Source: an optimization exercise on an open RTL-to-GDS flow (aim: small area, a short achievable clock period and few clock cycles). Production flows keep margins and buffers that such runs may drop.
At most, simulation tests tie the RTL to the original design; equivalence was not proved.
Function not checked in runs 2 and 3: the RTL went through the layout flow alone.

[flow/design.v]
module mdu_top(
    input           clk,
    input           rst_n,
    input           in_valid,
    input           in_div,
    input  [1:0]    in_signed,
    input  [63:0]   a,
    input  [63:0]   b,
    output          in_ready,
    output          out_valid,
    output [63:0]   out_hi,
    output [63:0]   out_lo
);
    reg         busy;
    reg         ov;
    reg         isdiv;
    reg         swap;       
    reg         rneg;       
    reg         dsub;       
    reg         qneg;       
    reg [4:0]   cnt;
    reg         align;      
    reg [63:0]  H;
    reg [6:0]   TZ;         
    reg [63:0]  L;
    reg [65:0]  X;
    reg [11:0]  DG;         
    reg [1:0]   KR;         
    assign in_ready  = !busy;
    assign out_valid = ov;
    wire start = in_valid && !busy;
    wire        sa = in_signed[1] & a[63];
    wire        sb = (in_div ? in_signed[1] : in_signed[0]) & b[63];
    wire [6:0]  bla, blb;      
    lzc64 u_lza(.x(a ^ {64{sa}}), .bl(bla));
    lzc64 u_lzb(.x(b ^ {64{sb}}), .bl(blb));
    wire [63:0] am = a ^ {64{sa}};
    wire [63:0] bm = b ^ {64{sb}};
    wire [8:0]  ta, tb;
    assign ta[0] = 1'b1;
    assign tb[0] = 1'b1;
    genvar gg;
    generate
        for (gg = 1; gg <= 8; gg = gg + 1) begin : therm
            assign ta[gg] = |am[63:8*gg-1];
            assign tb[gg] = |bm[63:8*gg-1];
        end
    endgenerate
    wire [8:0]  oha = ta & ~{1'b0, ta[8:1]};
    wire [8:0]  ohb = tb & ~{1'b0, tb[8:1]};
    wire        swap_n = |(tb & ~ta);
    wire [72:0] ax     = {{8{sa}}, a, 1'b0};
    wire [72:0] bx     = {{8{sb}}, b, 1'b0};
    reg  [8:0]  ga0, gb0;
    reg  [3:0]  gna, gnb;
    integer k;
    always @(*) begin
        ga0 = 9'd0; gb0 = 9'd0; gna = 4'd0; gnb = 4'd0;
        for (k = 0; k <= 8; k = k + 1) begin
            ga0 = ga0 | ({9{oha[k]}} & ax[8*k +: 9]);
            gb0 = gb0 | ({9{ohb[k]}} & bx[8*k +: 9]);
            gna = gna | ({4{oha[k]}} & k[3:0]);
            gnb = gnb | ({4{ohb[k]}} & k[3:0]);
        end
    end
    wire [72:0] mx     = swap ? ax : bx;
    wire [8:0]  gi     = mx[{cnt[3:0] - 4'd1, 3'b000} +: 9];
    wire [3:0]  g0     = swap_n ? gna : gnb;
    wire [8:0]  grp    = start ? (swap_n ? ga0 : gb0) : gi;
    reg  [11:0] dg_next;
    integer n;
    always @(*) begin
        for (n = 0; n < 4; n = n + 1) begin : enc
            reg y1, y0, ym;
            y1 = grp[2*n+2]; y0 = grp[2*n+1]; ym = grp[2*n];
            dg_next[n]     = y0 ^ ym;
            dg_next[4+n]   = (y1 & ~y0 & ~ym) | (~y1 & y0 & ym);
            dg_next[8+n]   = y1 & ~(y0 & ym);
        end
    end
    wire [65:0] xe = X;
    reg  [73:0] rows [0:3];
    reg  [3:0]  negs;
    integer m;
    always @(*) begin
        for (m = 0; m < 4; m = m + 1) begin : booth
            reg one, two, ng;
            reg [65:0] pp;
            one = DG[m]; two = DG[4+m]; ng = DG[8+m];
            pp  = ({66{one}} & xe) | ({66{two}} & {xe[64:0], 1'b0});
            pp  = pp ^ {66{ng}};
            negs[m] = ng;
            rows[m] = {8'b0, ~pp[65], pp[64:0]} << (2*m);
        end
    end
    localparam [73:0] CB = (74'd1 << 65) + (74'd1 << 67) + (74'd1 << 69) + (74'd1 << 71);
    localparam [73:0] CK = ~CB + 74'd1;
    wire [73:0] accw = {2'b0, L, 8'b0} | {67'b0, negs[3], 1'b0, negs[2], 1'b0, negs[1], 1'b0, negs[0]};
    function [147:0] csa(input [73:0] x, input [73:0] y, input [73:0] z);
        csa = {x ^ y ^ z, ((x & y) | (x & z) | (y & z)) << 1};
    endfunction
    wire [73:0] s1, c1, s2, c2, s3, c3, s4, c4;
    assign {s1, c1} = csa(accw, rows[0], rows[1]);
    assign {s2, c2} = csa(rows[2], rows[3], CK);
    assign {s3, c3} = csa(s1, c1, s2);
    assign {s4, c4} = csa(s3, c3, c2);
    wire [73:0] V = s4 + c4;
    wire [55:0] hk = {H[63:8] + {{54{KR[1]}}, KR}};
    wire [55:0] up = {hk[47:0], H[7:0]};
    wire pa, pb;
    onehot64 u_pa(.v(a ^ {a[62:0], 1'b0}), .oh(pa));
    onehot64 u_pb(.v(b ^ {b[62:0], 1'b0}), .oh(pb));
    wire [6:0] la = bla + {6'b0, sa & pa};
    wire [6:0] lb = blb + {6'b0, sb & pb};
    wire       qz = la < lb;
    wire       q2 = (la <= lb + 7'd1);
    wire       bz = (b == 64'd0);
    wire [6:0] sdiff = la - lb;
    wire [4:0] dcnt = cnt;
    wire [65:0] Xs = (X << {dcnt, 1'b0}) | ({66{dsub}} & ~({66{1'b1}} << {dcnt, 1'b0}));
    wire [63:0] R   = H;
    wire [66:0] r0  = {{3{rneg & R[63]}}, R};
    wire [66:0] xa  = {X[65], X};
    wire [66:0] xb  = {{2{X[65]}}, X[65:1]};
    wire [66:0] t1  = r0 + xa + {66'b0, dsub};
    wire [66:0] t2b = r0 + xb + {66'b0, dsub};
    wire [66:0] cs_s = r0 ^ xa ^ xb;
    wire [66:0] cs_c = {(r0[65:0] & xa[65:0]) | (r0[65:0] & xb[65:0]) | (xa[65:0] & xb[65:0]), dsub};
    wire [66:0] t2a = cs_s + cs_c + {66'b0, dsub};
    function zsum(input [66:0] p, input [66:0] q, input c);
        zsum = c ? &(p ^ q) : ((p ^ q) == {p[65:0] | q[65:0], 1'b0});
    endfunction
    wire z1   = zsum(r0, xa, dsub);
    wire z2a  = zsum(cs_s, cs_c, dsub);
    wire z2b  = zsum(r0, xb, dsub);
    wire ok1  = rneg ? (t1[66]  | z1)  : ~t1[66];
    wire ok2a = rneg ? (t2a[66] | z2a) : ~t2a[66];
    wire ok2b = rneg ? (t2b[66] | z2b) : ~t2b[66];
    wire ok2  = ok1 ? ok2a : ok2b;
    always @(posedge clk) begin
        if (!rst_n) begin
            busy <= 1'b0;
            ov   <= 1'b0;
        end else if (start) begin
            busy <= 1'b1;
            ov   <= in_div & (bz | qz);
        end else if (ov) begin
            busy <= 1'b0;
            ov   <= 1'b0;
        end else if (busy) begin
            ov   <= (cnt == 5'd0) & ~align;
        end
    end
    always @(posedge clk) begin
        if (start) begin
            isdiv <= in_div;
            swap  <= swap_n;
            rneg  <= sa;
            dsub  <= ~(sa ^ sb);
            qneg  <= in_div & (sa ^ sb) & ~bz & ~qz;
        end
    end
    always @(posedge clk) begin
        DG <= dg_next;
        if (start) begin
            if (in_div) begin
                H   <= a;
                KR  <= 2'b00;
                TZ  <= 7'd64;
                L   <= bz ? (sa ? 64'd1 : {64{1'b1}}) : 64'd0;
                X   <= {sb, b, 1'b0} ^ {66{~(sa ^ sb)}};
                align <= ~(bz | q2);
                cnt   <= sdiff[5:1];
            end else begin
                H   <= 64'd0;
                KR  <= 2'b00;
                L   <= 64'd0;
                X   <= swap_n ? {{2{sb}}, b} : {{2{sa}}, a};
                align <= 1'b0;
                cnt <= {1'b0, g0};
            end
        end else if (align) begin
            align <= 1'b0;
            X     <= Xs;
        end else begin
            cnt <= cnt - 5'd1;
            if (isdiv) begin
                H  <= ok2 ? (ok1 ? t2a[63:0] : t2b[63:0]) : (ok1 ? t1[63:0] : R);
                KR <= 2'b00;
                L  <= {L[61:0], ok1, ok2};
                TZ <= ok2 ? 7'd0 : ok1 ? 7'd1 : (TZ[6] ? TZ : TZ + 7'd2);
                X <= {{2{X[65]}}, X[65:2]};
            end else begin
                H  <= {up, V[71:64]};
                KR <= V[73:72];
                L <= V[63:0];
            end
        end
    end
    wire [63:0] above = ({64{1'b1}} << TZ[5:0]) << 1;
    assign out_hi = {hk, H[7:0]};
    assign out_lo = L ^ ({64{qneg & ~TZ[6]}} & above);
endmodule
module lzc64(input [63:0] x, output [6:0] bl);
    wire [31:0] v1; wire [31:0] c1;
    wire [15:0] v2; wire [31:0] c2;
    wire [7:0]  v3; wire [23:0] c3;
    wire [3:0]  v4; wire [15:0] c4;
    wire [1:0]  v5; wire [9:0]  c5;
    wire        v6; wire [5:0]  c6;
    genvar i;
    generate
        for (i = 0; i < 32; i = i + 1) begin : l1
            assign v1[i] = x[2*i+1] | x[2*i];
            assign c1[i] = x[2*i+1];
        end
        for (i = 0; i < 16; i = i + 1) begin : l2
            assign v2[i] = v1[2*i+1] | v1[2*i];
            assign c2[2*i +: 2] = v1[2*i+1] ? {1'b1, c1[2*i+1]} : {1'b0, c1[2*i]};
        end
        for (i = 0; i < 8; i = i + 1) begin : l3
            assign v3[i] = v2[2*i+1] | v2[2*i];
            assign c3[3*i +: 3] = v2[2*i+1] ? {1'b1, c2[2*(2*i+1) +: 2]} : {1'b0, c2[2*(2*i) +: 2]};
        end
        for (i = 0; i < 4; i = i + 1) begin : l4
            assign v4[i] = v3[2*i+1] | v3[2*i];
            assign c4[4*i +: 4] = v3[2*i+1] ? {1'b1, c3[3*(2*i+1) +: 3]} : {1'b0, c3[3*(2*i) +: 3]};
        end
        for (i = 0; i < 2; i = i + 1) begin : l5
            assign v5[i] = v4[2*i+1] | v4[2*i];
            assign c5[5*i +: 5] = v4[2*i+1] ? {1'b1, c4[4*(2*i+1) +: 4]} : {1'b0, c4[4*(2*i) +: 4]};
        end
    endgenerate
    assign v6 = v5[1] | v5[0];
    assign c6 = v5[1] ? {1'b1, c5[9:5]} : {1'b0, c5[4:0]};
    assign bl = v6 ? ({1'b0, c6} + 7'd1) : 7'd0;
endmodule
module onehot64(input [63:0] v, output oh);
    wire [31:0] a1, m1; wire [15:0] a2, m2; wire [7:0] a3, m3;
    wire [3:0] a4, m4; wire [1:0] a5, m5;
    genvar i;
    generate
        for (i = 0; i < 32; i = i + 1) begin : l1
            assign a1[i] = v[2*i] | v[2*i+1];
            assign m1[i] = v[2*i] & v[2*i+1];
        end
        for (i = 0; i < 16; i = i + 1) begin : l2
            assign a2[i] = a1[2*i] | a1[2*i+1];
            assign m2[i] = m1[2*i] | m1[2*i+1] | (a1[2*i] & a1[2*i+1]);
        end
        for (i = 0; i < 8; i = i + 1) begin : l3
            assign a3[i] = a2[2*i] | a2[2*i+1];
            assign m3[i] = m2[2*i] | m2[2*i+1] | (a2[2*i] & a2[2*i+1]);
        end
        for (i = 0; i < 4; i = i + 1) begin : l4
            assign a4[i] = a3[2*i] | a3[2*i+1];
            assign m4[i] = m3[2*i] | m3[2*i+1] | (a3[2*i] & a3[2*i+1]);
        end
        for (i = 0; i < 2; i = i + 1) begin : l5
            assign a5[i] = a4[2*i] | a4[2*i+1];
            assign m5[i] = m4[2*i] | m4[2*i+1] | (a4[2*i] & a4[2*i+1]);
        end
    endgenerate
    assign oh = (a5[0] | a5[1]) & ~(m5[0] | m5[1] | (a5[0] & a5[1]));
endmodule
[flow/run.sh]
#!/bin/bash
# synth_recipe.tcl (not shown) runs the flow's synth.tcl, then flattens the netlist and writes it again
# the make line also repeats each setting of config.mk as NAME=value (left out here)
make -C /OpenROAD-flow-scripts/flow DESIGN_CONFIG=/design/flow/config.mk WORK_HOME=/design/flow/orfs CLKGATE_MAP_FILE= SYNTH_SCRIPT=/design/flow/synth_recipe.tcl finish
[flow/config.mk]
export PLATFORM = sky130hd
export DESIGN_NAME = mdu_top
export DESIGN_NICKNAME = mdu_top
export VERILOG_FILES = /design/flow/design.v
export SDC_FILE = /design/flow/constraint.sdc
export NUM_CORES = 4
export LEC_CHECK = 0
export CAP_MARGIN = 20
export CORE_MARGIN = 2
export CORE_UTILIZATION = 40
export PLACE_DENSITY = 0.6
export SLEW_MARGIN = 20
[flow/constraint.sdc]
create_clock -name core_clock -period 7.0 [get_ports {clk}]
set_input_delay 1.4000 -clock core_clock [delete_from_list [all_inputs] [get_ports {clk}]]
set_output_delay 1.4000 -clock core_clock [all_outputs]
set_load 0.01 [all_outputs]
==> impl_metrics.json, run 1 <==
{
  "crit_path_start": "KR[1]$_SDFFE_PP0N_",
  "first_pass_iters": 10,
  "cts_root_buf": "clkbuf_16",
  "dieArea_um2": 162000,
  "synth_cell_type_count": 106,
  "grt_max_degree": 120,
  "yosys_warnings": 2,
  "die_x_um": 402,
  "crit_path_end_kind": "output pin",
  "path_max_fanout": 19,
  "tightest_slew_ns": 1.21,
  "timing.rr.end": "H[37]$_DFFE_PP_",
  "synth_top_flop_cell": "edfxtp_1",
  "wl_per_cell_um": 34.5,
  "area_delta_synth_final_pct": 14.1,
  "cp-start-kind": "register",
  "syn_area_um2": 63300,
  "synthCells": 8455,
  "wl_um": 373000,
  "worstHoldStart": "KR[0]$_SDFFE_PP0N_",
  "htreeDepth": 1,
  "clock_latency_ns": 0.65,
  "r2r_start": "X[23]$_DFFE_PP_",
  "grt_util_all_layers_pct": 44.3,
  "ios": 264,
  "grt_pass1_vias": 66755,
  "slew_headroom_pct": 18.6,
  "status": "complete, no violations",
  "hp-class": "reg -> reg",
  "ys_seq_area_share_pct": 10.5,
  "hold-path-cell-count": 1,
  "setup_viol": 0,
  "async_flop_share_pct": 0,
  "synth_seq_cells": 228,
  "period_minus_slack_ns": 6.85,
  "dp_hpwl_um": 308000,
  "r2r_slack_ns": 0.24,
  "slew_violations": 0,
  "die_h_um": 402,
  "clk_pin_slew_ns": 0.06,
  "route.detailed.drc": 0,
  "maxCapViolCount": 0,
  "num_rows": 146,
  "place_congestion": 1.09,
  "ff2ff_path_depth": 15,
  "synth_edf_count": 211,
  "port-buffer-count": 263,
  "cts_made_buffers": 29,
  "layout.nets": 9764,
  "whs_ns": 0.535,
  "final_layout_size_suffix_gt1_share_pct": 10.2,
  "finalCritPeriodShare_pct": 97.8,
  "antenna_found_initial": 21,
  "fmax_ghz": 0.146,
  "syn_avg_cell_area_um2": 7.49,
  "cts_sinks": 228,
  "cts_tree": "done",
  "dp_cells": 10749,
  "drtIter0Drc": 10864,
  "layout.cells.non_filler": 10815,
  "viasPerCell": 6.59,
  "start_util_pct": 40.1,
  "syn_nets": 9510,
  "clockBufferDepth": 3,
  "final_util_pct": 45.8,
  "hold_viol": 0,
  "skew_ns": 0.0641,
  "holdPathEnd": "KR[0]$_SDFFE_PP0N_",
  "vias": 71241,
  "required_ns": 5.60,
  "final_antenna_net_count": 0,
  "final_common_cell": "inv_1",
  "gr-total-overflow": 0,
  "layout_common_cells": "inv_1 (844), nand2_1 (704), ha_1 (659), buf_4 (650), xnor2_1 (632)",
  "criticalPathCategory": "reg -> out",
  "critPathArrivalTime_ns": 5.45,
  "grt_pass1_wl_um": 512000,
  "core-area_um2": 158000
}
==> worst max-delay path by stage <==
stage	endpoint	slack, ns
floorplan	L[42]$_DFFE_PP_	1.0
global placement	ov$_SDFF_PN0_	-0.08
detailed placement	cnt[3]$_DFFE_PP_	-0.01
CTS	H[5]$_DFFE_PP_	0.01
global route	H[5]$_DFFE_PP_	-0.07
finish	out_hi[63]	0.15
==> cell usage after synthesis, types with 61 or more instances <==
library cell | count | share of area [%]
a22oi_1 | 306 | 3.6
nor2_1 | 498 | 3.0
o21ai_0 | 514 | 4.1
o21bai_1 | 76 | 0.90
clkbuf_1 | 563 | 3.3
mux4_2 | 65 | 2.3
nor4_1 | 84 | 0.83
nand3_1 | 144 | 1.1
fa_1 | 262 | 8.3
a31oi_1 | 92 | 0.91
inv_1 | 845 | 5.0
nand4_1 | 141 | 1.4
edfxtp_1 | 211 | 10
ha_1 | 659 | 13
xor2_1 | 255 | 3.5
nand2b_1 | 61 | 0.60
nand2_1 | 706 | 4.2
xnor2_1 | 633 | 8.8
o211ai_1 | 157 | 1.9
a21o_1 | 217 | 2.6
nor3_1 | 137 | 1.1
mux2i_1 | 98 | 1.5
a21oi_1 | 617 | 4.9
o21ai_1 | 77 | 0.61
a211oi_1 | 64 | 0.76
buf_1 | 80 | 0.47
==> cell type report <==
| class | count | area (um^2) |
|---|---|---|
| Antenna cell | 11 | 27.5 |
| Timing Repair Buffer | 933 | 7910 |
| Multi-Input combinational cell | 6659 | 50800 |
| Tap cell | 2072 | 2590 |
| Inverter | 858 | 3220 |
| Sequential cell | 228 | 6720 |
| Clock inverter | 18 | 226 |
| Fill cell | 16086 | 85600 |
| Clock buffer | 36 | 762 |
==> critical path, stage by stage (launching register included) <==
cell and delay (ns):
dfxtp_4 0.51, buf_4 0.28, ha_1 0.32, a21oi_1 0.15, a21boi_0 0.14, a211oi_2 0.28
buf_4 0.22, o311ai_0 0.15, o21ai_0 0.34, o41ai_2 0.14, a2111oi_2 0.63, o21ai_2 0.20
a221o_1 0.33, a21oi_1 0.24, o21ai_1 0.13, xnor2_1 0.19, clkdlybuf4s50_1 0.57
==> repair_timing <==
action,CTS,global route
hold buffers,0,0
endpoints found under the setup margin,6,12
setup buffers,0,1
resized for setup,3,15
pin swaps,0,2
==> metal layers <==
metal | track usage, % | routed length (um) | share of wire, % | up-vias
met3 | 14.5 | 49500 | 13 | 997
met5 | 0 | 218 | 0.058 | -
met2 | 62.7 | 148000 | 40 | 5036
met4 | 25.1 | 26400 | 7.1 | 18
li1 | - | - | - | 30508
met1 | 58.7 | 149000 | 40 | 34682
==> state kept, by name, summed over array words and instances (netlist names), 2 cells and up <==
name / flops
X: 66
L: 64
DG: 12
H: 64
cnt: 5
KR: 2
TZ: 7
==> kinds of logic after synthesis <==
family,after synthesis,synth area share (%)
AO/OA/AOI/OAI,2630,27.2
AND/OR/NAND/NOR,2046,15.1
buffers and inverters,1568,9.48
adder cells (fa/ha/maj),923,21.3
XOR/XNOR,890,12.3
flip-flops,228,10.5
multiplexers,170,4.00
==> per-stage QoR <==
stage | TNS [ns] | setup slack (ns) | cell area, um^2
5_1_grt | -0.0717 | -0.0717 | 72300
3_3_place_gp | -0.155 | -0.0845 | 71200
2_1_floorplan | 0 | 0.998 | 63300
3_5_place_dp | -0.0148 | -0.0148 | 71200
4_1_cts | 0 | 0.0116 | 72200
6_report | 0 | 0.152 | 72300
Testbench counts, summed over its fixed seeds: cycles 35,761.
==> run 2, diff against run 1 <==
--- a/flow/design.v
+++ b/flow/design.v
@@ -21,5 +21,9 @@
     reg [4:0]   cnt;
     reg         align;      
+    reg [6:0]   LA;
+    reg [6:0]   LB;
     reg [63:0]  H;
+    reg [63:0]  HB;         
+    reg         F;          
     reg [6:0]   TZ;         
     reg [63:0]  L;
@@ -116,8 +120,8 @@
     wire       q2 = (la <= lb + 7'd1);
     wire       bz = (b == 64'd0);
-    wire [6:0] sdiff = la - lb;
-    wire [4:0] dcnt = cnt;
+    wire [6:0] sdiff = LA - LB;
+    wire [4:0] dcnt = sdiff[5:1];
     wire [65:0] Xs = (X << {dcnt, 1'b0}) | ({66{dsub}} & ~({66{1'b1}} << {dcnt, 1'b0}));
-    wire [63:0] R   = H;
+    wire [63:0] R   = F ? H : HB;
     wire [66:0] r0  = {{3{rneg & R[63]}}, R};
     wire [66:0] xa  = {X[65], X};
@@ -167,12 +171,16 @@
                 H   <= a;
                 KR  <= 2'b00;
+                F   <= 1'b1;
                 TZ  <= 7'd64;
                 L   <= bz ? (sa ? 64'd1 : {64{1'b1}}) : 64'd0;
                 X   <= {sb, b, 1'b0} ^ {66{~(sa ^ sb)}};
+                LA  <= la;
+                LB  <= lb;
                 align <= ~(bz | q2);
-                cnt   <= sdiff[5:1];
+                cnt   <= 5'd0;
             end else begin
                 H   <= 64'd0;
                 KR  <= 2'b00;
+                F   <= 1'b1;
                 L   <= 64'd0;
                 X   <= swap_n ? {{2{sb}}, b} : {{2{sa}}, a};
@@ -182,10 +190,13 @@
         end else if (align) begin
             align <= 1'b0;
+            cnt   <= dcnt;
             X     <= Xs;
         end else begin
             cnt <= cnt - 5'd1;
             if (isdiv) begin
-                H  <= ok2 ? (ok1 ? t2a[63:0] : t2b[63:0]) : (ok1 ? t1[63:0] : R);
+                H  <= ok1 ? t2a[63:0] : t2b[63:0];
                 KR <= 2'b00;
+                HB <= ok1 ? t1[63:0] : R;
+                F  <= ok2;
                 L  <= {L[61:0], ok1, ok2};
                 TZ <= ok2 ? 7'd0 : ok1 ? 7'd1 : (TZ[6] ? TZ : TZ + 7'd2);
@@ -199,5 +210,5 @@
     end
     wire [63:0] above = ({64{1'b1}} << TZ[5:0]) << 1;
-    assign out_hi = {hk, H[7:0]};
+    assign out_hi = F ? {hk, H[7:0]} : HB;
     assign out_lo = L ^ ({64{qneg & ~TZ[6]}} & above);
 endmodule
==> impl_metrics.json, run 2 <==
{
  "finalCritPeriodShare_pct": 97.8,
  "setup_viol": 0,
  "cts_tree": "done",
  "synth_common_cells": "inv_1 (833), a21oi_1 (738), ha_1 (661)",
  "slew_headroom_pct": 15.0,
  "final_layout_size_suffix_gt1_share_pct": 10.7,
  "maxCapViolCount": 0,
  "cts_made_buffers": 42,
  "period_minus_slack_ns": 6.85,
  "largest_reg_flops": 66,
  "r2r_slack_ns": 0.25,
  "ff2ff_path_depth": 22,
  "crit_path_start": "KR[1]$_SDFFE_PP0N_",
  "tightest_slew_ns": 1.28,
  "route.detailed.drc": 0,
  "synth_top_area_cell": "edfxtp_1",
  "hp-class": "reg -> reg",
  "async_flop_share_pct": 0,
  "clk_pin_slew_ns": 0.06,
  "vias": 73889,
  "cp-start-kind": "register",
  "clockBufferDepth": 3,
  "grt_pass1_vias": 69763,
  "status": "complete, no violations",
  "num_rows": 150,
  "yosysMostFrequentCell": "inv_1",
  "grt_max_degree": 103,
  "area_delta_synth_final_pct": 15.1,
  "hold_viol": 0,
  "die_h_um": 413,
  "syn_area_um2": 66900,
  "required_ns": 5.60,
  "drtIter0Drc": 10177,
  "finalSetupTns_ns": 0,
  "core-area_um2": 167000,
  "place_congestion": 1.13,
  "synthCells": 8735,
  "synth_top_area_share_pct": 12.7,
  "timing.rr.end": "H[30]$_DFFE_PP_",
  "syn_nets": 9792,
  "cts_sinks": 305,
  "layout.nets": 10104,
  "n_fill_cell": 16860,
  "clock_latency_ns": 0.71,
  "cts_root_buf": "clkbuf_16",
  "ys_seq_area_share_pct": 13.3,
  "crit_path_end_kind": "output pin",
  "hold_buffers": 0,
  "antenna_found_initial": 39,
  "viasPerCell": 6.54,
  "final_antenna_net_count": 0,
  "grt_pass1_wl_um": 546000,
  "synth_seq_cells": 305,
  "syn_avg_cell_area_um2": 7.66,
  "r2r_start": "X[0]$_DFFE_PP_",
  "wl_per_cell_um": 35.4,
  "grt_util_all_layers_pct": 45.3,
  "port-buffer-count": 263,
  "skew_ns": 0.0361,
  "ios": 264,
  "first_pass_iters": 9,
  "layout.cells.non_filler": 11303,
  "gr-total-overflow": 0,
  "yosys_warnings": 2,
  "dieArea_um2": 171000,
  "synth_edf_count": 282,
  "criticalPathCategory": "reg -> out",
  "final_common_cell": "inv_1",
  "htreeDepth": 2,
  "rsz0062_at_grt": "no",
  "synth_top_flop_cell": "edfxtp_1",
  "layout_common_cells": "inv_1 (830), a21oi_1 (737), buf_4 (692), ha_1 (661), xnor2_1 (623)",
  "fmax_ghz": 0.146,
  "synth.area.top_cells": "edfxtp_1 (13%), ha_1 (12%), xnor2_1 (8.3%)",
  "slew_violations": 0,
  "path_max_fanout": 26,
  "wl_um": 400000,
  "top_register": "X",
  "critPathArrivalTime_ns": 5.45,
  "cp-endpoint": "out_hi[47]",
  "die_x_um": 413,
  "synth_cell_type_count": 105,
  "dp_hpwl_um": 332000,
  "dp_cells": 11193,
  "start_util_pct": 40.2
}
==> run 2: cell count changes after synthesis, sizes merged, moves of 69 or more <==
cell and change:
nand2 -126, nand3 +75, o21ai -88, edfxtp +71
nor2 +78, a21oi +120, mux2i +100, o211ai -69
==> run 2: per-layer routing <==
metal  share of wire, %  GRT usage, %  up-vias  wire length [um]
met1                 39          56.5    36317            155000
li1                   -             -    31712                 -
met5              0.049             0        -               195
met4                8.1          30.6       30             32400
met2                 43          68.6     4757            171000
met3                 10          11.5     1073             42000
==> run 2: cell type report <==
class,count,area [um^2],area share [%]
multi-input cells,6871,52300,67.9
flip-flops and latches,305,8960,11.6
repair buffers,987,8480,11.0
inverters,840,3160,4.10
well taps,2204,2760,3.58
clock buffers,53,1120,1.46
clock inverters,25,250,0.325
diodes,18,45.0,0.0585
==> run 2: timing repair <==
action,CTS,global route
setup endpoints to repair,6,16
gates resized for setup,5,11
setup buffers,0,11
pin swaps,0,1
==> run 2: kinds of logic (layout without fill, tap and decap cells) <==
kind of cell             Yosys count  in the layout  synth area share [%]
flip-flops                       305            305                  13.3
adder cells (fa/ha/maj)          923            923                  20.2
AND/OR/NAND/NOR                 2128           2128                  15.3
XOR/XNOR                         897            897                  11.7
other                              0             18                     0
AO/OA/AOI/OAI                   2672           2672                  26.1
multiplexers                     251            251                  4.50
buffers and inverters           1559           1905                  8.89
==> run 2: stage by stage <==
stage	hold slack, ns	util [%]	instance area (um^2)	setup WS, ns
floorplan	0.457	-	66900	0.794
global placement	0.577	45.3	75400	-0.00865
detailed placement	0.580	45.3	75400	-0.00969
CTS	0.598	46.1	76800	0.00213
global route	0.633	46.2	77000	0.0151
finish	0.606	46.2	77100	0.152
==> run 2: worst min-delay path by stage <==
stage,start,endpoint,slack [ns],cells after the start
final,cnt[4]$_SDFF_PP0_,cnt[4]$_SDFF_PP0_,0.61,2
after CTS,cnt[4]$_SDFF_PP0_,cnt[4]$_SDFF_PP0_,0.60,2
after floorplan,KR[0]$_SDFFE_PP0N_,KR[0]$_SDFFE_PP0N_,0.46,2
after detailed placement,cnt[4]$_SDFF_PP0_,cnt[4]$_SDFF_PP0_,0.58,2
after global placement,cnt[4]$_SDFF_PP0_,cnt[4]$_SDFF_PP0_,0.58,2
after global routing,cnt[4]$_SDFF_PP0_,cnt[4]$_SDFF_PP0_,0.63,2
==> run 2: worst max-delay path: stages, from the launching register on <==
cell and delay [ns]:
dfxtp_2 0.42, buf_12 0.21, ha_1 0.33, a22o_1 0.24, o31a_1 0.23, a41o_1 0.37, a311o_2 0.49, a211oi_4 0.29
a21oi_1 0.19, a21o_1 0.24, a2111o_1 0.46, a21oi_1 0.30, xnor2_2 0.20, a21o_1 0.20, clkdlybuf4s50_1 0.54
==> run 3, diff against run 2 <==
--- a/flow/design.v
+++ b/flow/design.v
@@ -118,5 +118,4 @@
     wire [6:0] lb = blb + {6'b0, sb & pb};
     wire       qz = la < lb;
-    wire       q2 = (la <= lb + 7'd1);
     wire       bz = (b == 64'd0);
     wire [6:0] sdiff = LA - LB;
@@ -132,13 +131,7 @@
     wire [66:0] cs_c = {(r0[65:0] & xa[65:0]) | (r0[65:0] & xb[65:0]) | (xa[65:0] & xb[65:0]), dsub};
     wire [66:0] t2a = cs_s + cs_c + {66'b0, dsub};
-    function zsum(input [66:0] p, input [66:0] q, input c);
-        zsum = c ? &(p ^ q) : ((p ^ q) == {p[65:0] | q[65:0], 1'b0});
-    endfunction
-    wire z1   = zsum(r0, xa, dsub);
-    wire z2a  = zsum(cs_s, cs_c, dsub);
-    wire z2b  = zsum(r0, xb, dsub);
-    wire ok1  = rneg ? (t1[66]  | z1)  : ~t1[66];
-    wire ok2a = rneg ? (t2a[66] | z2a) : ~t2a[66];
-    wire ok2b = rneg ? (t2b[66] | z2b) : ~t2b[66];
+    wire ok1  = rneg ? (t1[66]  | (t1  == 67'd0)) : ~t1[66];
+    wire ok2a = rneg ? (t2a[66] | (t2a == 67'd0)) : ~t2a[66];
+    wire ok2b = rneg ? (t2b[66] | (t2b == 67'd0)) : ~t2b[66];
     wire ok2  = ok1 ? ok2a : ok2b;
     always @(posedge clk) begin
@@ -177,6 +170,5 @@
                 LA  <= la;
                 LB  <= lb;
-                align <= ~(bz | q2);
-                cnt   <= 5'd0;
+                align <= ~(bz | qz);
             end else begin
                 H   <= 64'd0;
==> impl_metrics.json, run 3 <==
{
  "status": "complete, but fails checks",
  "violations": "negative setup slack",
  "tightest_slew_ns": 1.22,
  "die_x_um": 412,
  "timing.rr.end": "TZ[3]$_SDFFCE_PP0P_",
  "clk_pin_slew_ns": 0.07,
  "area_delta_synth_final_pct": 18.6,
  "wl_um": 387000,
  "dp_hpwl_um": 317000,
  "layout_common_cells": "buf_4 (933), nand2_1 (819), a21oi_1 (696), nor2_1 (616), o21ai_0 (603)",
  "worstHoldStart": "KR[0]$_SDFFE_PP0N_",
  "cts_tree": "done",
  "final_common_cell": "buf_4",
  "gr-total-overflow": 0,
  "syn_area_um2": 66700,
  "yosysMostFrequentCell": "nand2_1",
  "r2r_start": "F$_SDFFE_PP1P_",
  "dieArea_um2": 170000,
  "required_ns": 7.33,
  "slew_headroom_pct": 18.2,
  "largest_reg_flops": 66,
  "layout.nets": 10302,
  "finalSetupTns_ns": -0.127,
  "synth_top_area_share_pct": 12.9,
  "start_util_pct": 40.3,
  "critPathArrivalTime_ns": 7.36,
  "grt_pass1_vias": 71851,
  "dp_cells": 11577,
  "synth_top_area_cell": "edfxtp_1",
  "port-buffer-count": 263,
  "clock_latency_ns": 0.69,
  "ys_seq_area_share_pct": 13.5,
  "cts_root_buf": "clkbuf_16",
  "final_util_pct": 47.8,
  "setup_viol": 6,
  "top_register": "X",
  "route.detailed.drc": 0,
  "die_h_um": 412,
  "hold-path-cell-count": 2,
  "async_flop_share_pct": 0,
  "hp-class": "reg -> reg",
  "num_rows": 149,
  "core-area_um2": 165000,
  "vias": 77994,
  "synthCells": 8855,
  "skew_ns": 0.0682,
  "period_minus_slack_ns": 7.02,
  "slew_violations": 0,
  "r2r_slack_ns": -0.02,
  "yosys_warnings": 2,
  "crit_path_end_kind": "register",
  "fmax_ghz": 0.142,
  "finalCritPeriodShare_pct": 100,
  "cts_sinks": 305,
  "holdPathEnd": "KR[0]$_SDFFE_PP0N_",
  "final_antenna_net_count": 0,
  "cp-start-kind": "register",
  "synth_edf_count": 287,
  "n_fill_cell": 16607,
  "maxCapViolCount": 0,
  "cts_made_buffers": 45,
  "ios": 264,
  "synth.area.top_cells": "edfxtp_1 (13%), ha_1 (8.6%), fa_1 (7.9%)",
  "hold_buffers": 0,
  "hold_viol": 0,
  "layout.cells.non_filler": 11681,
  "antenna_found_initial": 22,
  "grt_pass1_wl_um": 538000,
  "syn_avg_cell_area_um2": 7.53,
  "path_max_fanout": 18,
  "synth_top_flop_cell": "edfxtp_1",
  "grt_max_degree": 77,
  "syn_nets": 9707,
  "synth_common_cells": "nand2_1 (822), a21oi_1 (697), nor2_1 (625)",
  "synth_cell_type_count": 110,
  "ff2ff_path_depth": 19,
  "viasPerCell": 6.68,
  "synth_seq_cells": 305,
  "clockBufferDepth": 3,
  "fin_ws_ns": -0.0223,
  "criticalPathCategory": "reg -> reg",
  "wl_per_cell_um": 33.1,
  "drtIter0Drc": 12090,
  "final_layout_size_suffix_gt1_share_pct": 13.7,
  "htreeDepth": 2,
  "grt_util_all_layers_pct": 43.7,
  "place_congestion": 1.07,
  "first_pass_iters": 9
}
-- run 3: per-layer routing --
layer  vias to the layer above  track usage (%)  share of wire [%]
li1                      33621                -                  -
met4                        14             21.1                6.1
met3                      1050             12.3                 13
met2                      5424             60.7                 39
met1                     37885             61.4                 42
met5                         -                0              0.030
-- run 3: worst max path at each step --
stage                                   from                  end  slack (ns)  cells past startpoint
after floorplan               F$_SDFFE_PP1P_  TZ[0]$_SDFFCE_PP0P_        0.61                     23
after global placement        H[0]$_DFFE_PP_      H[58]$_DFFE_PP_       -0.17                     24
after detailed placement       DG[5]$_DFF_P_       H[6]$_DFFE_PP_       -0.23                     22
after CTS                 KR[1]$_SDFFE_PP0N_           out_hi[63]        0.03                     19
after global routing      KR[1]$_SDFFE_PP0N_           out_hi[44]      -0.008                     17
final                         F$_SDFFE_PP1P_  TZ[3]$_SDFFCE_PP0P_       -0.02                     19
-- run 3: final cells by class --
type | count | area [um^2] | area share (%)
inverter | 612 | 2300 | 2.91
tap | 2189 | 2740 | 3.46
timing repair buffer | 1235 | 10400 | 13.1
clock inverter | 34 | 325 | 0.411
clock buffer | 49 | 1160 | 1.47
multi-input combinational | 7251 | 53100 | 67.2
sequential | 305 | 9030 | 11.4
antenna | 6 | 15.0 | 0.0190
-- run 3: cell families after synthesis --
group	synth area share, %
xor+xnor	9.19
simple gates	18.5
mux	6.82
flops	13.5
compound gates	28.1
fa+ha+maj	16.4
buf+inv	7.50
-- run 3: timing repair --
item,CTS,global route
pin swaps,4,6
buffers inserted,9,5
cloned,0,0
endpoints found under the setup margin,12,103
resized for setup,22,40
-- run 3: per-stage QoR --
| stage | hold slack, ns | cell area (um^2) | worst slack [ns] |
|---|---|---|---|
| 2_1_floorplan | 0.429 | 66700 | 0.612 |
| 6_report | 0.589 | 79100 | -0.0223 |
| 3_3_place_gp | 0.628 | 77200 | -0.171 |
| 4_1_cts | 0.585 | 78800 | 0.0327 |
| 5_1_grt | 0.592 | 79100 | -0.00799 |
| 3_5_place_dp | 0.614 | 77200 | -0.227 |
-- run 3: critical path, stage by stage, from the launching register on --
cell	delay [ns]
dfxtp_4	0.41
buf_12	0.21
buf_4	0.17
mux2_2	0.46
ha_1	0.43
inv_1	0.09
o22ai_1	0.45
o21ai_1	0.26
o31ai_1	0.45
buf_4	0.19
a21oi_1	0.09
xor2_1	0.54
and4b_1	0.29
nand4_1	0.29
or4b_1	0.72
or4_1	0.61
nor4b_1	0.30
o21bai_2	0.19
buf_12	0.16
o21a_1	0.34
==> run 4, diff against run 3 <==
--- a/flow/design.v
+++ b/flow/design.v
@@ -21,9 +21,5 @@
     reg [4:0]   cnt;
     reg         align;      
-    reg [6:0]   LA;
-    reg [6:0]   LB;
     reg [63:0]  H;
-    reg [63:0]  HB;         
-    reg         F;          
     reg [6:0]   TZ;         
     reg [63:0]  L;
@@ -110,6 +106,6 @@
     assign {s4, c4} = csa(s3, c3, c2);
     wire [73:0] V = s4 + c4;
-    wire [55:0] hk = {H[63:8] + {{54{KR[1]}}, KR}};
-    wire [55:0] up = {hk[47:0], H[7:0]};
+    wire [63:0] hk = H + {{54{KR[1]}}, KR, 8'b0} + {63'b0, isdiv & rneg};
+    wire [55:0] up = {hk[55:8], H[7:0]};
     wire pa, pb;
     onehot64 u_pa(.v(a ^ {a[62:0], 1'b0}), .oh(pa));
@@ -118,10 +114,11 @@
     wire [6:0] lb = blb + {6'b0, sb & pb};
     wire       qz = la < lb;
+    wire       q2 = (la <= lb + 7'd1);
     wire       bz = (b == 64'd0);
-    wire [6:0] sdiff = LA - LB;
-    wire [4:0] dcnt = sdiff[5:1];
+    wire [6:0] sdiff = la - lb;
+    wire [4:0] dcnt = cnt;
     wire [65:0] Xs = (X << {dcnt, 1'b0}) | ({66{dsub}} & ~({66{1'b1}} << {dcnt, 1'b0}));
-    wire [63:0] R   = F ? H : HB;
-    wire [66:0] r0  = {{3{rneg & R[63]}}, R};
+    wire [63:0] R   = H;
+    wire [66:0] r0  = {{3{rneg}}, R};
     wire [66:0] xa  = {X[65], X};
     wire [66:0] xb  = {{2{X[65]}}, X[65:1]};
@@ -131,7 +128,7 @@
     wire [66:0] cs_c = {(r0[65:0] & xa[65:0]) | (r0[65:0] & xb[65:0]) | (xa[65:0] & xb[65:0]), dsub};
     wire [66:0] t2a = cs_s + cs_c + {66'b0, dsub};
-    wire ok1  = rneg ? (t1[66]  | (t1  == 67'd0)) : ~t1[66];
-    wire ok2a = rneg ? (t2a[66] | (t2a == 67'd0)) : ~t2a[66];
-    wire ok2b = rneg ? (t2b[66] | (t2b == 67'd0)) : ~t2b[66];
+    wire ok1  = t1[66]  ^ ~rneg;
+    wire ok2a = t2a[66] ^ ~rneg;
+    wire ok2b = t2b[66] ^ ~rneg;
     wire ok2  = ok1 ? ok2a : ok2b;
     always @(posedge clk) begin
@@ -162,17 +159,14 @@
         if (start) begin
             if (in_div) begin
-                H   <= a;
+                H   <= a - {63'b0, sa};
                 KR  <= 2'b00;
-                F   <= 1'b1;
                 TZ  <= 7'd64;
                 L   <= bz ? (sa ? 64'd1 : {64{1'b1}}) : 64'd0;
                 X   <= {sb, b, 1'b0} ^ {66{~(sa ^ sb)}};
-                LA  <= la;
-                LB  <= lb;
-                align <= ~(bz | qz);
+                align <= ~(bz | q2);
+                cnt   <= sdiff[5:1];
             end else begin
                 H   <= 64'd0;
                 KR  <= 2'b00;
-                F   <= 1'b1;
                 L   <= 64'd0;
                 X   <= swap_n ? {{2{sb}}, b} : {{2{sa}}, a};
@@ -182,13 +176,10 @@
         end else if (align) begin
             align <= 1'b0;
-            cnt   <= dcnt;
             X     <= Xs;
         end else begin
             cnt <= cnt - 5'd1;
             if (isdiv) begin
-                H  <= ok1 ? t2a[63:0] : t2b[63:0];
+                H  <= ok2 ? (ok1 ? t2a[63:0] : t2b[63:0]) : (ok1 ? t1[63:0] : R);
                 KR <= 2'b00;
-                HB <= ok1 ? t1[63:0] : R;
-                F  <= ok2;
                 L  <= {L[61:0], ok1, ok2};
                 TZ <= ok2 ? 7'd0 : ok1 ? 7'd1 : (TZ[6] ? TZ : TZ + 7'd2);
@@ -202,5 +193,5 @@
     end
     wire [63:0] above = ({64{1'b1}} << TZ[5:0]) << 1;
-    assign out_hi = F ? {hk, H[7:0]} : HB;
+    assign out_hi = hk;
     assign out_lo = L ^ ({64{qneg & ~TZ[6]}} & above);
 endmodule
==> impl_metrics.json, run 4 <==
{
  "status": "complete, no violations",
  "layout.nets": 8963,
  "r2r_slack_ns": 0.26,
  "num_rows": 141,
  "area_delta_synth_final_pct": 15.4,
  "synth_cell_type_count": 93,
  "grt_util_all_layers_pct": 36.4,
  "grt_pass1_vias": 60809,
  "synth_top_area_share_pct": 11.2,
  "tightest_slew_ns": 1.18,
  "grt_pass1_wl_um": 412000,
  "htreeDepth": 1,
  "slew_violations": 0,
  "wl_per_cell_um": 28.5,
  "cp-start-kind": "register",
  "period_minus_slack_ns": 6.80,
  "synth.area.top_cells": "ha_1 (11%), edfxtp_1 (11%), xnor2_1 (9.3%)",
  "slew_headroom_pct": 21.1,
  "synth_top_area_cell": "ha_1",
  "yosysMostFrequentCell": "a21oi_1",
  "async_flop_share_pct": 0,
  "synthCells": 7676,
  "synth_top_flop_cell": "edfxtp_1",
  "cts_made_buffers": 31,
  "ys_seq_area_share_pct": 11.3,
  "placed_cell_area_um2": 67100,
  "die_x_um": 388,
  "maxCapViolCount": 0,
  "finish.instance_area_um2": 68200,
  "ios": 264,
  "first_pass_iters": 10,
  "synth_seq_cells": 228,
  "dieArea_um2": 151000,
  "gr-total-overflow": 0,
  "syn_nets": 8601,
  "vias": 63734,
  "top_regs": "X (66), H (64), L (64)",
  "grt_max_degree": 104,
  "clk_pin_slew_ns": 0.07,
  "required_ns": 5.60,
  "criticalPathCategory": "reg -> out",
  "fmax_ghz": 0.147,
  "final_util_pct": 46.4,
  "final_layout_size_suffix_gt1_share_pct": 10.9,
  "clock_latency_ns": 0.66,
  "n_fill_cell": 14938,
  "setup_viol": 0,
  "hold_viol": 0,
  "viasPerCell": 6.38,
  "port-buffer-count": 263,
  "crit_path_end_kind": "output pin",
  "rsz0062_at_grt": "no",
  "final_common_cell": "a21oi_1",
  "cts_root_buf": "clkbuf_16",
  "route.detailed.drc": 0,
  "largest_reg_flops": 66,
  "top_register": "X",
  "finalCritPeriodShare_pct": 97.1,
  "antenna_found_initial": 17,
  "drtIter0Drc": 7988,
  "clockBufferDepth": 3,
  "start_util_pct": 40.2,
  "yosys_warnings": 2,
  "syn_area_um2": 59100,
  "synth_common_cells": "a21oi_1 (632), inv_1 (625), xnor2_1 (624)",
  "path_max_fanout": 4,
  "critPathArrivalTime_ns": 5.40,
  "dp_hpwl_um": 234000,
  "synth_edf_count": 211,
  "cts_tree": "done",
  "syn_avg_cell_area_um2": 7.70,
  "wl_um": 285000,
  "layout_common_cells": "a21oi_1 (631), inv_1 (623), buf_4 (622), xnor2_1 (621), nand2_1 (548)",
  "hp-class": "reg -> reg",
  "skew_ns": 0.0286,
  "final_antenna_net_count": 0,
  "cts_sinks": 228,
  "core-area_um2": 147000,
  "die_h_um": 388,
  "place_congestion": 1.11
}
run 4: area by class of cell:
class | instances | area, um^2 | share of cell area [%]
inverters | 630 | 2360 | 3.47
flip-flops and latches | 228 | 6710 | 9.84
repair buffers | 909 | 7790 | 11.4
clock inverters | 17 | 165 | 0.242
diodes | 3 | 7.51 | 0.0110
clock buffers | 41 | 873 | 1.28
multi-input cells | 6238 | 47900 | 70.2
well taps | 1930 | 2410 | 3.54
run 4: worst paths after layout:
path	start	end	cells past startpoint
worst max-delay path	rneg$_DFFE_PP_	out_hi[62]	17
worst min-delay path	busy$_SDFFE_PN0P_	busy$_SDFFE_PN0P_	2
worst max register to register	DG[1]$_DFF_P_	H[6]$_DFFE_PP_	24
worst min register to register	busy$_SDFFE_PN0P_	busy$_SDFFE_PN0P_	2
run 4: stage by stage:
step	worst slack, ns	hold slack [ns]	std cells	TNS (ns)
after floorplan	0.341	0.457	7676	0
after global placement	-0.171	0.551	9932	-0.388
after detailed placement	-0.0500	0.556	9932	-0.131
after CTS	0.0915	0.574	9990	0
after global routing	0.00347	0.602	9993	0
final	0.201	0.586	9996	0
run 4: cells by family after synthesis:
group / count (synthesis) / share of synthesized area (%)
multiplexers: 279 / 6.10
flip-flops: 228 / 11.3
buffers and inverters: 1210 / 7.88
AO/OA/AOI/OAI: 2535 / 28.1
AND/OR/NAND/NOR: 1831 / 14.6
adder cells (fa/ha/maj): 792 / 20.1
XOR/XNOR: 801 / 11.9
run 4: critical path, cell delays in order, from the launching register on:
cell and delay, ns:
edfxtp_1 0.35, and2_2 0.27, ha_1 0.23, ha_1 0.21
nand2_1 0.08, or4_1 0.47, nand3_1 0.14, nor4b_1 0.27
buf_4 0.19, o2111a_1 0.28, o22ai_2 0.21, a311o_1 0.44
a21boi_1 0.26, o211ai_1 0.18, a21boi_2 0.22, nor4b_1 0.07
a311oi_1 0.27, clkdlybuf4s50_1 0.59
run 4: metal layers:
metal	part of all wire (%)	global-route usage [%]	wire length (um)	up-vias
met5	0.039	0.128	111	-
met1	41	48.1	116000	30846
li1	-	-	-	28686
met4	6.7	19.9	19000	16
met2	42	54.6	119000	3536
met3	11	8.68	30600	650
run 4: what timing repair did:
| item | CTS | global route |
|---|---|---|
| setup endpoints to repair | 8 | 6 |
| gates resized for setup | 7 | 4 |
| hold buffers | 0 | 0 |
| pin swaps | 0 | 1 |
| buffers inserted | 0 | 3 |
Testbench counts of run 4, summed over its fixed seeds: cycles 35,761.
==> run 5, diff against run 4 <==
--- a/flow/config.mk
+++ b/flow/config.mk
@@ -10,3 +10,4 @@
 export CORE_UTILIZATION = 40
 export PLACE_DENSITY = 0.6
+export SETUP_SLACK_MARGIN = 0.4
 export SLEW_MARGIN = 20
==> impl_metrics.json, run 5 <==
{
  "status": "complete, no violations",
  "final_antenna_net_count": 0,
  "placed_cell_area_um2": 67000,
  "r2r_slack_ns": 0.56,
  "layout.cells.non_filler": 10016,
  "setup_viol": 0,
  "syn_nets": 8601,
  "syn_avg_cell_area_um2": 7.70,
  "cts_tree": "done",
  "hold_viol": 0,
  "ff2ff_path_depth": 24,
  "antenna_found_initial": 16,
  "clock_latency_ns": 0.63,
  "criticalPathCategory": "reg -> out",
  "gr-total-overflow": 0,
  "ys_seq_area_share_pct": 11.3,
  "path_max_fanout": 11,
  "die_x_um": 388,
  "r2r_start": "X[17]$_DFFE_PP_",
  "core-area_um2": 147000,
  "vias": 64353,
  "wl_per_cell_um": 29.1,
  "timing.rr.end": "L[57]$_DFFE_PP_",
  "htreeDepth": 2,
  "slew_headroom_pct": 15.9,
  "cp-start-kind": "register",
  "grt_pass1_vias": 60267,
  "finalCritPeriodShare_pct": 93.3,
  "die_h_um": 388,
  "drtIter0Drc": 7904,
  "synth.area.top_cells": "ha_1 (11%), edfxtp_1 (11%), xnor2_1 (9.3%)",
  "crit_path_start": "KR[1]$_SDFFE_PP0N_",
  "cts_made_buffers": 34,
  "start_util_pct": 40.2,
  "grt_util_all_layers_pct": 37.2,
  "top_regs": "X (66), H (64), L (64)",
  "crit_buf_inv": 3,
  "maxCapViolCount": 0,
  "grt_pass1_wl_um": 419000,
  "yosys_warnings": 2,
  "hp-class": "reg -> reg",
  "final_layout_size_suffix_gt1_share_pct": 11.6,
  "synth_top_area_cell": "ha_1",
  "finish.instance_area_um2": 68700,
  "synth_cell_type_count": 93,
  "top_register": "X",
  "cts_root_buf": "clkbuf_16",
  "layout.nets": 8983,
  "crit_cells": 14,
  "wl_um": 291000,
  "rsz0062_at_grt": "no",
  "worstHoldStart": "busy$_SDFFE_PN0P_",
  "layout_common_cells": "buf_4 (631), a21oi_1 (629), inv_1 (623), xnor2_1 (619), nand2_1 (548)",
  "cts_sinks": 228,
  "cp_slowest_cell": "clkdlybuf4s50_1",
  "required_ns": 5.60,
  "skew_ns": 0.0356,
  "async_flop_share_pct": 0,
  "place_congestion": 1.07,
  "syn_area_um2": 59100,
  "crit_path_end_kind": "output pin",
  "synth_seq_cells": 228,
  "ios": 264,
  "hold_buffers": 0,
  "viasPerCell": 6.43,
  "n_fill_cell": 14837,
  "synth_common_cells": "a21oi_1 (632), inv_1 (625), xnor2_1 (624)",
  "first_pass_iters": 8,
  "period_minus_slack_ns": 6.53,
  "tightest_slew_ns": 1.25,
  "dieArea_um2": 151000,
  "synth_top_area_share_pct": 11.2,
  "clk_pin_slew_ns": 0.06,
  "final_common_cell": "buf_4",
  "synthCells": 7676,
  "dp_hpwl_um": 239000,
  "clockBufferDepth": 3,
  "synth_top_flop_cell": "edfxtp_1",
  "cp_top_family": "compound AO/OA/AOI/OAI gates",
  "route.detailed.drc": 0,
  "max_stage_delay_ns": 0.57,
  "cp-endpoint": "out_hi[60]",
  "yosysMostFrequentCell": "a21oi_1",
  "dp_cells": 9926,
  "fmax_ghz": 0.153,
  "slew_violations": 0,
  "num_rows": 141,
  "area_delta_synth_final_pct": 16.3,
  "critPathArrivalTime_ns": 5.13,
  "grt_max_degree": 97,
  "port-buffer-count": 263,
  "synth_edf_count": 211,
  "crit_chain": "buf_12 -> ha_1 -> a21o_1 -> a2111oi_1 -> o221ai_1 -> o2111a_2 -> o22ai_4 -> a311o_1 -> and4b_1 -> o31ai_1 -> buf_4 -> a221oi_1 -> xnor2_1 -> clkdlybuf4s50_1",
  "largest_reg_flops": 66
}
-- run 5: cell counts after synthesis --
No cell type changed its count.
-- run 5: cells by family after synthesis --
| logic type | count (synthesis) | share of synthesized area, % |
|---|---|---|
| compound gates | 2535 | 28.1 |
| fa+ha+maj | 792 | 20.1 |
| xor+xnor | 801 | 11.9 |
| simple gates | 1831 | 14.6 |
| flops | 228 | 11.3 |
| buf+inv | 1210 | 7.88 |
| mux | 279 | 6.10 |
-- run 5: worst register-to-register path: stages (launching register included) --
cell and delay, ns:
edfxtp_1 0.55, buf_4 0.22, a22oi_1 0.22, xnor2_1 0.18, fa_1 0.44, inv_1 0.09
fa_1 0.43, fa_1 0.51, inv_1 0.05, ha_1 0.30, buf_4 0.16, nand4_1 0.06
o211ai_1 0.16, a211oi_2 0.47, a21boi_0 0.17, buf_4 0.18, a31oi_2 0.29, or4_1 0.20
a2111oi_2 0.07, buf_4 0.15, nor2_1 0.30, a21oi_1 0.15, or3_1 0.40, a31oi_1 0.23
o21ai_0 0.14
-- run 5: how the worst min path moves through the flow --
| stage | to | depth (start not counted) |
|---|---|---|
| after floorplan | KR[0]$_SDFFE_PP0N_ | 2 |
| after global placement | busy$_SDFFE_PN0P_ | 2 |
| after detailed placement | busy$_SDFFE_PN0P_ | 2 |
| after CTS | busy$_SDFFE_PN0P_ | 2 |
| after global routing | busy$_SDFFE_PN0P_ | 2 |
| final | busy$_SDFFE_PN0P_ | 2 |
-- run 5: layer usage --
layer / vias to the layer above / routed length (um) / track usage [%]
li1: 28720 / - / -
met1: 31382 / 122000 / 51.2
met2: 3641 / 123000 / 55.9
met3: 590 / 28500 / 6.52
met4: 20 / 17700 / 18.4
met5: - / 122 / 0
-- run 5: cell type report --
cell class              count  area [um^2]  area share (%)
repair buffers            926         7970            11.6
inverters                 630         2360            3.44
flip-flops and latches    228         6720            9.78
diodes                      2         5.00         0.00728
clock buffers              37          872            1.27
well taps                1930         2410            3.51
multi-input cells        6238        48100            70.0
clock inverters            25          280           0.408
-- run 5: what timing repair did --
action                                  in CTS  in global routing
resized for setup                           16                 60
pin swaps                                    2                  5
endpoints found under the setup margin      22                 54
buffers inserted                             5                 20
-- run 5: per-stage QoR --
stage,worst slack (ns),utilization [%],hold slack [ns],setup TNS (ns)
floorplan,0.655,-,0.457,0
global placement,-0.190,45.5,0.525,-0.656
detailed placement,-0.111,45.5,0.545,-0.352
CTS,0.395,46.4,0.559,0
global route,0.396,46.7,0.596,0
finish,0.472,46.7,0.567,0
==> run 6, diff against run 5 <==
--- a/flow/config.mk
+++ b/flow/config.mk
@@ -10,4 +10,4 @@
 export CORE_UTILIZATION = 40
 export PLACE_DENSITY = 0.6
-export SETUP_SLACK_MARGIN = 0.4
+export SETUP_SLACK_MARGIN = 0.7
 export SLEW_MARGIN = 20
==> impl_metrics.json, run 6 <==
{
  "wl_per_cell_um": 29.0,
  "synth_edf_count": 211,
  "tightest_slew_ns": 1.14,
  "multi_input_area_um2": 48700,
  "final_common_cell": "buf_4",
  "synth_cell_type_count": 93,
  "cts_root_buf": "clkbuf_16",
  "fin_ws_ns": 0.793,
  "async_flop_share_pct": 0,
  "period_minus_slack_ns": 6.21,
  "gr-total-overflow": 0,
  "synth_common_cells": "a21oi_1 (632), inv_1 (625), xnor2_1 (624)",
  "htreeDepth": 2,
  "layout_common_cells": "buf_4 (637), inv_1 (623), a21oi_1 (623), xnor2_1 (613), nand2_1 (542)",
  "grt_pass1_vias": 60783,
  "core-area_um2": 147000,
  "grt_pass1_wl_um": 417000,
  "cts_tree": "done",
  "place_congestion": 1.07,
  "largest_reg_flops": 66,
  "final_util_pct": 47.3,
  "max_stage_delay_ns": 0.53,
  "area_delta_synth_final_pct": 17.9,
  "cp_top_family": "compound AO/OA/AOI/OAI gates",
  "synth_top_flop_cell": "edfxtp_1",
  "ios": 264,
  "required_ns": 7.32,
  "maxCapViolCount": 0,
  "rsz0062_at_grt": "yes",
  "syn_area_um2": 59100,
  "final_antenna_net_count": 0,
  "synthCells": 7676,
  "top_regs": "X (66), H (64), L (64)",
  "cpMostUsedCell": "buf_4",
  "viasPerCell": 6.40,
  "dp_slack_ns": -0.220,
  "cts_sinks": 228,
  "synth_seq_cells": 228,
  "yosysMostFrequentCell": "a21oi_1",
  "synth_top_area_cell": "ha_1",
  "grt_util_all_layers_pct": 37.0,
  "top_register": "X",
  "status": "complete, no violations",
  "regArea_um2": 6730,
  "wl_um": 291000,
  "criticalPathCategory": "reg -> reg",
  "port-buffer-count": 263,
  "crit_path_end_kind": "register",
  "final_layout_size_suffix_gt1_share_pct": 12.9,
  "hold_viol": 0,
  "hold_buffers": 0,
  "route.detailed.drc": 0,
  "die_x_um": 388,
  "critPathArrivalTime_ns": 6.52,
  "setup_viol": 0,
  "die_h_um": 388,
  "whs_ns": 0.601,
  "layout.nets": 9005,
  "finalCritPeriodShare_pct": 88.7,
  "clock_latency_ns": 0.62,
  "slew_violations": 0,
  "n_fill_cell": 14725,
  "clockBufferDepth": 3,
  "clk_pin_slew_ns": 0.06,
  "antenna_found_initial": 15,
  "finalSetupTns_ns": 0,
  "num_rows": 141,
  "fmax_ghz": 0.161,
  "dieArea_um2": 151000,
  "skew_ns": 0.0335,
  "dp_hpwl_um": 238000,
  "cp_slowest_cell": "edfxtp_1",
  "yosys_warnings": 2,
  "path_max_fanout": 7,
  "slew_headroom_pct": 24.0,
  "cp-start-kind": "register",
  "ys_seq_area_share_pct": 11.3,
  "syn_avg_cell_area_um2": 7.70,
  "synth_top_area_share_pct": 11.2,
  "start_util_pct": 40.2,
  "crit_buf_inv": 8,
  "cts_made_buffers": 35,
  "first_pass_iters": 9,
  "syn_nets": 8601,
  "grt_max_degree": 104,
  "synth.area.top_cells": "ha_1 (11%), edfxtp_1 (11%), xnor2_1 (9.3%)",
  "vias": 64267,
  "drtIter0Drc": 7556,
  "hp-class": "reg -> reg"
}
## run 6: worst paths after layout
kind	end	slack, ns	cells after the start	from
worst max-delay path	H[7]$_DFFE_PP_	0.79	26	X[18]$_DFFE_PP_
worst max register to register	H[7]$_DFFE_PP_	0.79	26	X[18]$_DFFE_PP_
worst min-delay path	busy$_SDFFE_PN0P_	0.60	2	busy$_SDFFE_PN0P_
worst min register to register	busy$_SDFFE_PN0P_	0.60	2	busy$_SDFFE_PN0P_
## run 6: worst min-delay path: stages, from the launching register on
cell,delay [ns]
dfxtp_1,0.37
nand2_1,0.08
o211a_1,0.12
## run 6: repair_timing
item / CTS / global route
cloned: 0 / 0
pin swaps: 15 / 45
setup buffers: 31 / 27
endpoints found under the setup margin: 61 / 133
resized for setup: 76 / 147
## run 6: layout make-up
| class | instances | share of cell area, % |
|---|---|---|
| Sequential cell | 228 | 9.66 |
| Tap cell | 1930 | 3.47 |
| Antenna cell | 5 | 0.0180 |
| Timing Repair Buffer | 947 | 11.8 |
| Inverter | 630 | 3.39 |
| Clock inverter | 21 | 0.420 |
| Multi-Input combinational cell | 6238 | 69.8 |
| Clock buffer | 42 | 1.35 |
## run 6: kinds of logic after synthesis
family | after synthesis | share of synthesized area (%)
compound gates | 2535 | 28.1
simple gates | 1831 | 14.6
buf+inv | 1210 | 7.88
xor+xnor | 801 | 11.9
fa+ha+maj | 792 | 20.1
mux | 279 | 6.10
flops | 228 | 11.3
## run 6: metrics by stage
stage	area, um^2	std cells
floorplan	59100	7676
global placement	66900	9915
detailed placement	66900	9915
CTS	68800	10009
global route	69600	10036
finish	69700	10041
## run 6: metal layers
metal / GRT usage (%) / vias to the layer above / part of all wire [%]
li1: - / 28763 / -
met2: 54.8 / 3526 / 42
met4: 21.0 / 12 / 6.7
met1: 49.0 / 31307 / 41
met5: 0 / - / 0.027
met3: 9.29 / 659 / 10
==> run 7, diff against run 6 <==
--- a/flow/config.mk
+++ b/flow/config.mk
@@ -10,4 +10,4 @@
 export CORE_UTILIZATION = 40
 export PLACE_DENSITY = 0.6
-export SETUP_SLACK_MARGIN = 0.7
+export SETUP_SLACK_MARGIN = 1.0
 export SLEW_MARGIN = 20
==> impl_metrics.json, run 7 <==
{
  "status": "complete, no violations",
  "hold_buffers": 0,
  "n_fill_cell": 14654,
  "cts_made_buffers": 35,
  "syn_area_um2": 59100,
  "wl_um": 301000,
  "final_util_pct": 49.1,
  "maxCapViolCount": 0,
  "cts_tree": "done",
  "final_layout_size_suffix_gt1_share_pct": 16.8,
  "start_util_pct": 40.2,
  "finalSetupTns_ns": 0,
  "period_minus_slack_ns": 6.16,
  "clk_pin_slew_ns": 0.06,
  "final_common_cell": "buf_4",
  "tightest_slew_ns": 1.21,
  "port-buffer-count": 263,
  "synth_top_area_share_pct": 11.2,
  "yosysMostFrequentCell": "a21oi_1",
  "fmax_ghz": 0.162,
  "critPathArrivalTime_ns": 6.49,
  "top_register": "X",
  "die_x_um": 388,
  "fin_ws_ns": 0.838,
  "largest_reg_flops": 66,
  "synth_common_cells": "a21oi_1 (632), inv_1 (625), xnor2_1 (624)",
  "hp-class": "reg -> reg",
  "vias": 65055,
  "die_h_um": 388,
  "dp_hpwl_um": 241000,
  "ios": 264,
  "dp_slack_ns": 0.0702,
  "synth_top_area_cell": "ha_1",
  "regArea_um2": 6730,
  "ys_seq_area_share_pct": 11.3,
  "antenna_found_initial": 15,
  "first_pass_iters": 10,
  "finalCritPeriodShare_pct": 88.0,
  "required_ns": 7.33,
  "hold_viol": 0,
  "criticalPathCategory": "reg -> reg",
  "clockBufferDepth": 3,
  "dieArea_um2": 151000,
  "synth_edf_count": 211,
  "cts_sinks": 228,
  "slew_headroom_pct": 18.6,
  "grt_pass1_wl_um": 426000,
  "top_regs": "X (66), H (64), L (64)",
  "layout_common_cells": "buf_4 (684), a21oi_1 (608), xnor2_1 (597), inv_1 (593), nand2_1 (540)",
  "syn_nets": 8601,
  "rsz0062_at_grt": "yes",
  "htreeDepth": 2,
  "cp-start-kind": "register",
  "layout.nets": 9094,
  "synth_cell_type_count": 93,
  "place_congestion": 1.05,
  "path_max_fanout": 5,
  "clock_latency_ns": 0.63,
  "grt_util_all_layers_pct": 37.9,
  "slew_violations": 0,
  "route.detailed.drc": 0,
  "area_delta_synth_final_pct": 22.3,
  "multi_input_area_um2": 50300,
  "core-area_um2": 147000,
  "synth.area.top_cells": "ha_1 (11%), edfxtp_1 (11%), xnor2_1 (9.3%)",
  "drtIter0Drc": 8143,
  "grt_max_degree": 103,
  "syn_avg_cell_area_um2": 7.70,
  "cts_root_buf": "clkbuf_16",
  "cp_slowest_cell": "fa_1",
  "wl_per_cell_um": 29.7,
  "final_antenna_net_count": 0,
  "crit_path_end_kind": "register",
  "cpMostUsedCell": "buf_4",
  "num_rows": 141,
  "setup_viol": 0,
  "gr-total-overflow": 0,
  "async_flop_share_pct": 0,
  "yosys_warnings": 2,
  "grt_pass1_vias": 61112,
  "synthCells": 7676,
  "synth_top_flop_cell": "edfxtp_1",
  "viasPerCell": 6.42,
  "synth_seq_cells": 228,
  "max_stage_delay_ns": 0.52,
  "skew_ns": 0.0372
}
[run 7: area by class of cell]
type,instances,share of cell area [%]
antenna,3,0.0104
multi-input combinational,6238,69.6
sequential,228,9.31
inverter,630,3.28
clock inverter,22,0.345
clock buffer,41,1.27
tap,1930,3.34
timing repair buffer,1036,12.8
[run 7: metal layers]
metal / GRT usage, % / wire [um] / part of all wire, % / vias up
li1: - / - / - / 28966
met1: 51.9 / 125000 / 42 / 31888
met2: 57.0 / 128000 / 43 / 3563
met3: 6.80 / 29500 / 9.8 / 628
met4: 19.1 / 18200 / 6.0 / 10
met5: 0 / 66 / 0.022 / -
[run 7: kinds of logic after synthesis]
logic type / Yosys count / share of synthesized area, %
multiplexers: 279 / 6.10
AO/OA/AOI/OAI: 2535 / 28.1
XOR/XNOR: 801 / 11.9
adder cells (fa/ha/maj): 792 / 20.1
AND/OR/NAND/NOR: 1831 / 14.6
buffers and inverters: 1210 / 7.88
flip-flops: 228 / 11.3
[run 7: worst paths after layout]
path                     start           endpoint  slack (ns)  cells after the start
max            X[11]$_DFFE_PP_     H[5]$_DFFE_PP_        0.84                     27
min          busy$_SDFFE_PN0P_  busy$_SDFFE_PN0P_        0.54                      2
max reg2reg    X[11]$_DFFE_PP_     H[5]$_DFFE_PP_        0.84                     27
min reg2reg  busy$_SDFFE_PN0P_  busy$_SDFFE_PN0P_        0.54                      2
[run 7: critical path: cells and delay by family (launching register included)]
kind            cells  cell delay (ns)
buf+inv             9             1.32
fa+ha+maj           4             1.71
flops               1             0.44
xor+xnor            2             0.28
compound gates     12             2.09
[run 7: stage by stage]
stage,std cells,hold slack (ns),instance area (um^2)
after detailed placement,9928,0.528,67100
after global placement,9928,0.523,67100
final,10128,0.541,72300
after CTS,10068,0.543,69900
after floorplan,7676,0.457,59200
after global routing,10125,0.575,72200
[run 7: timing repair]
action	4_1_cts	5_1_grt
buffers inserted	74	53
setup endpoints to repair	140	195
pin swaps	72	148
resized for setup	225	392
gates cloned	3	3

==> separate check: timing with driven ports <==
In the flow no input, the clock included, has a driving cell. The finished layouts below were timed again as built, in two steps.
Step 1 sets driving cells, clkbuf_16 on the clock port and buf_2 on the other inputs (assumed; they add their load-dependent delay and slew).
Step 2 moves the port delays by t, midway between the first and last clock arrival at a register: inputs arrive t later, outputs are due t later. That takes back most of the time a late clock gives input paths.
Three values: ideal ports, drivers, drivers and shift; two values: the first two.
run | shift t [ns] | setup slack, ns | hold WS [ns] | clock arrival spread, ns | pins driven straight from the clock port
run 1 | 0.693 | 0.152 / 0.077 / -0.298 | 0.535 / 0.535 / 0.535 | 0.064 / 0.064 | 1
run 2 | 0.780 | 0.152 / 0.059 / -0.075 | 0.606 / 0.606 / 0.606 | 0.037 / 0.037 | 1
run 3 | 0.752 | -0.022 / -0.022 / -0.234 | 0.589 / 0.589 / 0.589 | 0.069 / 0.069 | 1
run 4 | 0.730 | 0.201 / 0.122 / -0.045 | 0.586 / 0.586 / 0.586 | 0.029 / 0.029 | 1
run 5 | 0.694 | 0.472 / 0.386 / 0.052 | 0.567 / 0.567 / 0.567 | 0.036 / 0.036 | 1
run 6 | 0.674 | 0.793 / 0.733 / 0.194 | 0.601 / 0.601 / 0.601 | 0.034 / 0.033 | 1
run 7 | 0.698 | 0.838 / 0.838 / 0.475 | 0.541 / 0.541 / 0.541 | 0.037 / 0.038 | 1
With both steps, setup timing fails in run 1, run 2 and run 4, where it was met with ideal ports. For run 6, which loses most, drivers alone change the setup slack by -0.060 ns; drivers and shift together by -0.599 ns.
